What follows belongs to an exercise in optimizing a design on an open flow for small area; a production flow would make more cautious choices.
At most, simulation tests tie the RTL to the original design; equivalence was not proved.
Power and IR drop assume default switching activity.

== rev 12 ==
## lab05
module lab05(clk, rst, money_5, money_10, cancel, check, count_down, LED, DIGIT, DISPLAY);
==> module debounce, before the edit <==
module debounce(pulse, pb, clk, rst, en);
  output    pulse;
  input     pb;
  input     clk;
  input     rst;
  input     en;
  reg [2:0] s;
  reg [2:0] nx;
  always @(*) begin
    case ({s, pb})
      4'b000_0: nx = 3'b000;  4'b000_1: nx = 3'b011;
      4'b011_0: nx = 3'b000;  4'b011_1: nx = 3'b101;
      4'b101_0: nx = 3'b000;  4'b101_1: nx = 3'b100;
      4'b100_0: nx = 3'b000;  4'b100_1: nx = 3'b111;
      4'b111_0: nx = 3'b010;  4'b111_1: nx = 3'b110;
      4'b001_0: nx = 3'b000;  4'b001_1: nx = 3'b001;
      4'b110_0: nx = 3'b000;  4'b110_1: nx = 3'b001;
      4'b010_0: nx = 3'b000;  4'b010_1: nx = 3'b011;
      default:  nx = 3'b000;
    endcase
  end
  always @(posedge clk or posedge rst) begin
    if (rst)
      s <= 3'b000;
    else if (en)
      s <= nx;
  end
  assign pulse = s[1] & ~s[0];
endmodule
export LEC_CHECK = 0
export ABC_AREA = 1
export CAP_MARGIN = 20
export CORE_MARGIN = 2
export CORE_UTILIZATION = 40
export SLEW_MARGIN = 20
create_clock -name core_clock -period 10.0 [get_ports {clk}]
run.sh (not shown) runs the stock make flow with config.mk's settings and CLKGATE_MAP_FILE= SYNTH_SCRIPT=/design/flow/synth_recipe.tcl, a recipe that flattens the netlist after the stock synthesis.
Here is what was changed in the inputs of rev 13 compared with rev 12.
--- a/flow/design.v
+++ b/flow/design.v
@@ -28,17 +28,18 @@
   reg [2:0] s;
   reg [2:0] nx;
   always @(*) begin
-    case ({s, pb})
-      4'b000_0: nx = 3'b000;  4'b000_1: nx = 3'b011;
-      4'b011_0: nx = 3'b000;  4'b011_1: nx = 3'b101;
-      4'b101_0: nx = 3'b000;  4'b101_1: nx = 3'b100;
-      4'b100_0: nx = 3'b000;  4'b100_1: nx = 3'b111;
-      4'b111_0: nx = 3'b010;  4'b111_1: nx = 3'b110;
-      4'b001_0: nx = 3'b000;  4'b001_1: nx = 3'b001;
-      4'b110_0: nx = 3'b000;  4'b110_1: nx = 3'b001;
-      4'b010_0: nx = 3'b000;  4'b010_1: nx = 3'b011;
-      default:  nx = 3'b000;
-    endcase
+    if (pb)
+      case (s)
+        3'b000: nx = 3'b001;
+        3'b001: nx = 3'b011;
+        3'b011: nx = 3'b010;
+        3'b010: nx = 3'b110;
+        3'b110: nx = 3'b101;
+        3'b111: nx = 3'b001;
+        default: nx = 3'b100;
+      endcase
+    else
+      nx = (s == 3'b110) ? 3'b111 : 3'b000;
   end
   always @(posedge clk or posedge rst) begin
     if (rst)
@@ -46,7 +47,7 @@
     else if (en)
       s <= nx;
   end
-  assign pulse = s[1] & ~s[0];
+  assign pulse = s[2] & s[0];
 endmodule
 `timescale 1ns / 1ps
 `timescale 1ns / 1ps
Rev 13 finished every step from synthesis to the final layout, and the layout passed the timing, DRC and antenna checks.
Per the comparison of rev 13 with rev 12, fraction of the mapped netlist area in compound gates increased by 4.3 points relative to the old numbers; total length of routed met2 wires decreased by 3.8% relative to the old numbers; peak ir drop on the vdd network decreased by 18% relative to the old numbers; total internal power increased by 0.85% relative to the old numbers.
Lower core occupancy in the finished layout goes to rev 13 over rev 12.
For rev 12, only the layout was checked, not whether the RTL still works.

========
The RTL this note starts from:
==> flow/design.v <==
`timescale 1ns / 1ps
module ClockDivider(clk, rst, tick_disp, tick_in, tick_fsm, pos);
    input clk;
    input rst;
    output tick_disp;
    output tick_in;
    output tick_fsm;
    output [1:0] pos;
    reg [7:0] t;
    always @(posedge clk or posedge rst) begin
        if (rst)
            t <= 8'd4;
        else
            t <= t ^ {&t[6:0], &t[5:0], &t[4:0], &t[3:0], &t[2:0], &t[1:0], t[0], 1'b1};
    end
    assign tick_disp = &t[2:0];                  
    assign tick_in   = (t[4:0] == 5'b10011);       
    assign tick_fsm  = (t == 8'b1000_0011);         
    assign pos = t[4:3];
endmodule
`timescale 1ns / 1ps
module debounce(pulse, pb, clk, rst, en);
  output    pulse;
  input     pb;
  input     clk;
  input     rst;
  input     en;
  reg [2:0] s;
  reg [2:0] nx;
  always @(*) begin
    case ({s, pb})
      4'b000_0: nx = 3'b000;  4'b000_1: nx = 3'b011;
      4'b011_0: nx = 3'b000;  4'b011_1: nx = 3'b101;
      4'b101_0: nx = 3'b000;  4'b101_1: nx = 3'b100;
      4'b100_0: nx = 3'b000;  4'b100_1: nx = 3'b111;
      4'b111_0: nx = 3'b010;  4'b111_1: nx = 3'b110;
      4'b001_0: nx = 3'b000;  4'b001_1: nx = 3'b001;
      4'b110_0: nx = 3'b000;  4'b110_1: nx = 3'b001;
      4'b010_0: nx = 3'b000;  4'b010_1: nx = 3'b011;
      default:  nx = 3'b000;
    endcase
  end
  always @(posedge clk or posedge rst) begin
    if (rst)
      s <= 3'b000;
    else if (en)
      s <= nx;
  end
  assign pulse = s[1] & ~s[0];
endmodule
`timescale 1ns / 1ps
`timescale 1ns / 1ps
module LED7SEG(DISPLAY, clk, rst, en, src);
input clk;
input rst;
input en;
input [3:0] src;
output [6:0] DISPLAY;
reg [3:0] value;
	always @ (posedge clk or posedge rst) begin
		if (rst)
			value <= 4'd0;
		else if (en)
			value <= src;
	end
	assign DISPLAY = (value==4'd0) ? 7'b0000001 :
						(value==4'd1) ? 7'b1001111 :
						(value==4'd2) ? 7'b0010010 :
						(value==4'd3) ? 7'b0000110 :
						(value==4'd4) ? 7'b1001100 :
						(value==4'd5) ? 7'b0100100 :
						(value==4'd6) ? 7'b0100000 :
						(value==4'd7) ? 7'b0001111 :
						(value==4'd8) ? 7'b0000000 :
						(value==4'd9) ? 7'b0000100 :
						(value==4'd10) ? 7'b0100111 :     
						(value==4'd11) ? 7'b1100011 :     
						(value==4'd12) ? 7'b0111011 :     
						(value==4'd13) ? 7'b1110010 :     
						(value==4'd14) ? 7'b0111000 :     
						                 7'b0110000;      
endmodule
`timescale 1ns / 1ps
module lab05(clk, rst, money_5, money_10, cancel, check, count_down, LED, DIGIT, DISPLAY);
    input clk;
    input rst;
    input money_5;
    input money_10;
    input cancel;
    input check;
    input count_down;
    output [15:0] LED;
    output [3:0] DIGIT;
    output [6:0] DISPLAY;
    function [12:0] inc13(input [12:0] x);
        integer i;
        reg c;
        begin
            c = 1'b1;
            for (i = 0; i < 13; i = i + 1) begin
                inc13[i] = x[i] ^ c;
                c = c & x[i];
            end
        end
    endfunction
    function [3:0] inc4(input [3:0] x);
        inc4 = {x[3] ^ (&x[2:0]), x[2] ^ (&x[1:0]), x[1] ^ x[0], ~x[0]};
    endfunction
    function [3:0] dec4(input [3:0] x);
        dec4 = {x[3] ^ ~(|x[2:0]), x[2] ^ ~(|x[1:0]), x[1] ^ ~x[0], ~x[0]};
    endfunction
    function [3:0] sub5(input [3:0] x);
        reg c2;
        begin
            c2 = x[1] | x[0];
            sub5 = {~(x[3] ^ (x[2] & c2)), x[2] ^ c2, ~(x[1] ^ x[0]), ~x[0]};
        end
    endfunction
    wire tick_disp, tick_in, tick_fsm;
    wire [1:0] pos;
    ClockDivider timebase(clk, rst, tick_disp, tick_in, tick_fsm, pos);
    wire m5, m10, can, chk, cnt;
    debounce d_m5(m5, money_5, clk, rst, tick_in);
    debounce d_m10(m10, money_10, clk, rst, tick_in);
    debounce d_can(can, cancel, clk, rst, tick_in);
    debounce d_chk(chk, check, clk, rst, tick_in);
    debounce d_cnt(cnt, count_down, clk, rst, tick_in);
    localparam INIT = 3'b000, DEP = 3'b011, AMT = 3'b001, REL = 3'b111,
               CHJ = 3'b100, CHG = 3'b110;
    reg [2:0] state, next_state;
    reg [3:0] R1, R2, next_R1, next_R2;
    reg h, next_h;
    reg led, next_led;
    reg [12:0] count;
    wire slow = (state == REL) | (state == CHJ) | (state == CHG);
    wire fsm_en = slow ? tick_fsm : tick_in;
    wire timeout = &count;
    wire dep_event = can | m5 | m10 | chk;
    wire J = (state == CHJ);
    wire in_chg = (state == CHG);
    wire iter = J & (count[3:0] != 4'hF);
    wire at50 = (R1[2:0] == 3'd5) & ~h;
    wire below50 = (R1[2:0] != 3'd5);
    wire [3:0] R1m1 = dec4(R1);
    wire [3:0] R2m1 = dec4(R2);
    always @(*) begin
        next_state = state;
        next_R1 = R1;
        next_R2 = R2;
        next_h = h;
        next_led = led;
        case (state)
            INIT: begin
                next_state = DEP;
            end
            DEP: begin
                if (can) begin
                    next_R2 = {1'b0, h, 1'b0, h};
                    next_h = 1'b0;
                    next_led = 1'b0;
                    next_state = CHG;
                end else if (m5) begin
                    if (at50)
                        next_R2 = 4'd9;
                    else if (h) begin
                        if (below50) begin
                            next_R1 = inc4(R1);
                            next_h = 1'b0;
                            next_R2 = {R1[2:0], h};
                        end
                    end else
                        next_h = 1'b1;
                end else if (m10) begin
                    if (at50)
                        next_R2 = 4'd9;
                    else if (below50) begin
                        next_R1 = inc4(R1);
                        next_R2 = {R1[2:0], h};
                    end
                end else if (chk) begin
                    next_led = 1'b0;
                    next_state = AMT;
                end else if (timeout) begin
                    next_R2 = {1'b0, h, 1'b0, h};
                    next_h = 1'b0;
                    next_led = 1'b0;
                    next_state = CHG;
                end
            end
            AMT: begin
                if (cnt)
                    next_R2 = R2m1;
                else if (can) begin
                    next_R2 = {1'b0, h, 1'b0, h};
                    next_h = 1'b0;
                    next_state = CHG;
                end else if (chk)
                    next_state = REL;
            end
            REL: begin
                next_R2 = {1'b0, h, 1'b0, h};
                next_h = 1'b0;
                next_led = 1'b1;
                next_state = CHJ;
            end
            CHJ: begin
                if (iter) begin
                    if (R2 == 4'd0) begin
                        next_R2 = (R1 == 4'd0) ? 4'd7 : 4'd9;
                        next_R1 = (R1 == 4'd0) ? 4'd12 : R1m1;
                    end else
                        next_R2 = R2m1;
                end else
                    next_state = CHG;
            end
            CHG: begin
                if (R1 != 4'd0)
                    next_R1 = R1m1;
                else if (R2 != 4'd0)
                    next_R2 = sub5(R2);
                else
                    next_state = INIT;
            end
            default: next_state = INIT;
        endcase
    end
    always @(posedge clk or posedge rst) begin
        if (rst) begin
            state <= INIT;
            R1 <= 4'd0;
            R2 <= 4'd0;
            h <= 1'b0;
            led <= 1'b0;
        end else if (fsm_en | iter) begin
            state <= next_state;
            R1 <= next_R1;
            R2 <= next_R2;
            h <= next_h;
            led <= next_led;
        end
    end
    wire in_dep = (state == DEP);
    wire count_inc = (in_dep & tick_in & ~dep_event) | iter;
    wire count_clr = (in_dep & tick_in & dep_event) | ~(in_dep | (state == REL) | J);
    wire count_load = (state == REL) & fsm_en;
    reg [12:0] count_carry;
    integer k;
    always @(*) begin
        count_carry[0] = count_inc;
        for (k = 1; k < 13; k = k + 1)
            count_carry[k] = count_carry[k - 1] & count[k - 1];
    end
    always @(posedge clk) begin
        if (count_clr)
            count <= 13'd0;
        else if (count_load)
            count <= {9'd0, ~R2};
        else
            count <= count ^ count_carry;
    end
    reg [3:0] src;
    always @(*) begin
        case (pos)
            2'd0: src = {J, 1'b0, J, 1'b0};                          
            2'd1: src = J ? 4'd11 : (in_chg ? 4'd0 : R2);          
            2'd2: src = J ? 4'd12 : R1;                              
            default: src = J ? 4'd13 : (in_chg ? R2 : {1'b0, h, 1'b0, h});  
        endcase
    end
    LED7SEG seven(DISPLAY, clk, rst, tick_disp, src);
    assign DIGIT = (pos == 2'd0) ? 4'b1110 :
                   (pos == 2'd1) ? 4'b0111 :
                   (pos == 2'd2) ? 4'b1011 : 4'b1101;
    assign LED = {15'd0, led};
endmodule
==> flow/config.mk <==
export PLATFORM = sky130hd
export DESIGN_NAME = lab05
export DESIGN_NICKNAME = lab05
export VERILOG_FILES = /design/flow/design.v
export SDC_FILE = /design/flow/constraint.sdc
export NUM_CORES = 4
export LEC_CHECK = 0
export CAP_MARGIN = 20
export CORE_MARGIN = 2
export CORE_UTILIZATION = 40
export SLEW_MARGIN = 20
==> flow/constraint.sdc <==
create_clock -name core_clock -period 10.0 [get_ports {clk}]
set_input_delay 2.0000 -clock core_clock [delete_from_list [all_inputs] [get_ports {clk}]]
set_output_delay 2.0000 -clock core_clock [all_outputs]
set_load 0.01 [all_outputs]
standard.sh (not shown) runs the stock make flow with config.mk's settings and CLKGATE_MAP_FILE= SYNTH_SCRIPT=/design/flow/synth_recipe.tcl, a recipe that flattens the netlist after the stock synthesis.
==> flow/flow/run.sh <==
#!/bin/bash
# Own layout flow: the standard layout (standard.sh), except that
#  - synthesis maps logic with a stronger ABC script (flow/synth.tcl, flow/abc.script)
#    and leaves adders to ABC instead of extracting half/full adder cells;
#  - port buffers are buf_1 cells.
# The full make output goes to flow.log in the work folder.
set -euo pipefail
W=$(pwd)
bash standard.sh finish \
  "SYNTH_SCRIPT=$W/flow/synth.tcl" \
  "ADDER_MAP_FILE=" \
  "BUFFER_PORTS_ARGS=-buffer_cell sky130_fd_sc_hd__buf_1" > "$W/flow.log" 2>&1
==> flow/flow/abc.script <==
strash
&get -n
&deepsyn -T 30
&dch -f
&nf -R 1000
&put
topo
==> flow/flow/synth.tcl <==
# The standard synthesis script (synth_recipe.tcl), with one change: ABC
# maps the logic with the script abc.script beside this file instead of
# ORFS's. Registers are mapped before ABC runs, so they are the standard ones.
set own_abc_script [file join [file dirname [file normalize [info script]]] abc.script]
proc synth {args} { yosys synth -nofsm -noshare {*}$args }
proc abc {args} {
  set i [lsearch -exact $args -script]
  if { $i >= 0 } { lset args [expr {$i + 1}] $::own_abc_script }
  yosys abc {*}$args
}
source $::env(SCRIPTS_DIR)/synth.tcl
# left out here: clear keep_hierarchy, flatten, clean up, hide names made inside functions, write 1_2_yosys.v
The starting point completed with no timing, DRC or antenna violations.
Change:
--- a/flow/design.v
+++ b/flow/design.v
@@ -27,28 +27,28 @@
   input     en;
   reg [2:0] s;
   reg [2:0] nx;
   always @(*) begin
     case ({s, pb})
-      4'b000_0: nx = 3'b000;  4'b000_1: nx = 3'b011;
-      4'b011_0: nx = 3'b000;  4'b011_1: nx = 3'b101;
-      4'b101_0: nx = 3'b000;  4'b101_1: nx = 3'b100;
-      4'b100_0: nx = 3'b000;  4'b100_1: nx = 3'b111;
-      4'b111_0: nx = 3'b010;  4'b111_1: nx = 3'b110;
-      4'b001_0: nx = 3'b000;  4'b001_1: nx = 3'b001;
-      4'b110_0: nx = 3'b000;  4'b110_1: nx = 3'b001;
-      4'b010_0: nx = 3'b000;  4'b010_1: nx = 3'b011;
+      4'b000_0: nx = 3'b000;  4'b000_1: nx = 3'b001;
+      4'b001_0: nx = 3'b000;  4'b001_1: nx = 3'b010;
+      4'b010_0: nx = 3'b000;  4'b010_1: nx = 3'b101;
+      4'b101_0: nx = 3'b000;  4'b101_1: nx = 3'b011;
+      4'b011_0: nx = 3'b100;  4'b011_1: nx = 3'b110;
+      4'b111_0: nx = 3'b000;  4'b111_1: nx = 3'b111;
+      4'b110_0: nx = 3'b000;  4'b110_1: nx = 3'b111;
+      4'b100_0: nx = 3'b000;  4'b100_1: nx = 3'b001;
       default:  nx = 3'b000;
     endcase
   end
   always @(posedge clk or posedge rst) begin
     if (rst)
       s <= 3'b000;
     else if (en)
       s <= nx;
   end
-  assign pulse = s[1] & ~s[0];
+  assign pulse = s[2] & ~s[0];
 endmodule
 `timescale 1ns / 1ps
 `timescale 1ns / 1ps
 module LED7SEG(DISPLAY, clk, rst, en, src);
 input clk;
@@ -149,10 +149,13 @@
         next_R2 = R2;
         next_h = h;
         next_led = led;
         case (state)
             INIT: begin
+                next_R1 = 4'd0;
+                next_R2 = 4'd0;
+                next_h = 1'b0;
                 next_state = DEP;
             end
             DEP: begin
                 if (can) begin
                     next_R2 = {1'b0, h, 1'b0, h};
@@ -225,20 +228,21 @@
         endcase
     end
     always @(posedge clk or posedge rst) begin
         if (rst) begin
             state <= INIT;
-            R1 <= 4'd0;
-            R2 <= 4'd0;
-            h <= 1'b0;
             led <= 1'b0;
         end else if (fsm_en | iter) begin
             state <= next_state;
+            led <= next_led;
+        end
+    end
+    always @(posedge clk) begin
+        if (fsm_en | iter) begin
             R1 <= next_R1;
             R2 <= next_R2;
             h <= next_h;
-            led <= next_led;
         end
     end
     wire in_dep = (state == DEP);
     wire count_inc = (in_dep & tick_in & ~dep_event) | iter;
     wire count_clr = (in_dep & tick_in & dep_event) | ~(in_dep | (state == REL) | J);
@@ -260,11 +264,11 @@
     end
     reg [3:0] src;
     always @(*) begin
         case (pos)
             2'd0: src = {J, 1'b0, J, 1'b0};                          
-            2'd1: src = J ? 4'd11 : (in_chg ? 4'd0 : R2);          
+            2'd1: src = J ? 4'd11 : ((in_chg | (state == INIT)) ? 4'd0 : R2);          
             2'd2: src = J ? 4'd12 : R1;                              
             default: src = J ? 4'd13 : (in_chg ? R2 : {1'b0, h, 1'b0, h});  
         endcase
     end
     LED7SEG seven(DISPLAY, clk, rst, tick_disp, src);
Effect: The new run completed without violations. Worst setup slack improved by 18 ps. Wire length falls by 1.6%. Global-route usage shrinks by 1.2 points. Total power drops by 0.80%. Critical path depth went up by 1. Utilization drops by 0.97 points. Non-clock buffer count shrinks by 1. Sequential share of layout area rises by 0.54 points. Combinational power grows by 23%.
Only the layout flow was run in the second run of this note; the RTL was not checked for function there.

-- static timing again, ports no longer ideal --
The results above use ideal ports. As a check the final layouts listed here were re-extracted and re-timed, cells and wires unchanged.
Step 1 sets driving cells, clkbuf_16 on the clock port and buf_2 on the other inputs (assumed; they add their load-dependent delay and slew).
Step 2 moves the port delays by t, midway between the first and last clock arrival at a register: inputs arrive t later, outputs are due t later. That takes back most of the time a late clock gives input paths.
Three values: no drivers, after step 1, after step 2; two values: the first two.
| run | shift t [ns] | slack for setup (ns) | worst setup path at the end | cell pins on the clock port's net |
|---|---|---|---|---|
| rev 12 | 0.346 | 5.717 / 5.687 / 6.033 | register to output | 1 |
| rev 13 | 0.344 | 5.669 / 5.636 / 5.980 | register to output | 1 |
| the first run of note 2 | 0.335 | 6.143 / 6.110 / 6.445 | register to output | 1 |
| the second run of note 2 | 0.333 | 6.161 / 6.126 / 6.459 | register to output | 1 |
After both steps every run listed still meets setup and hold.
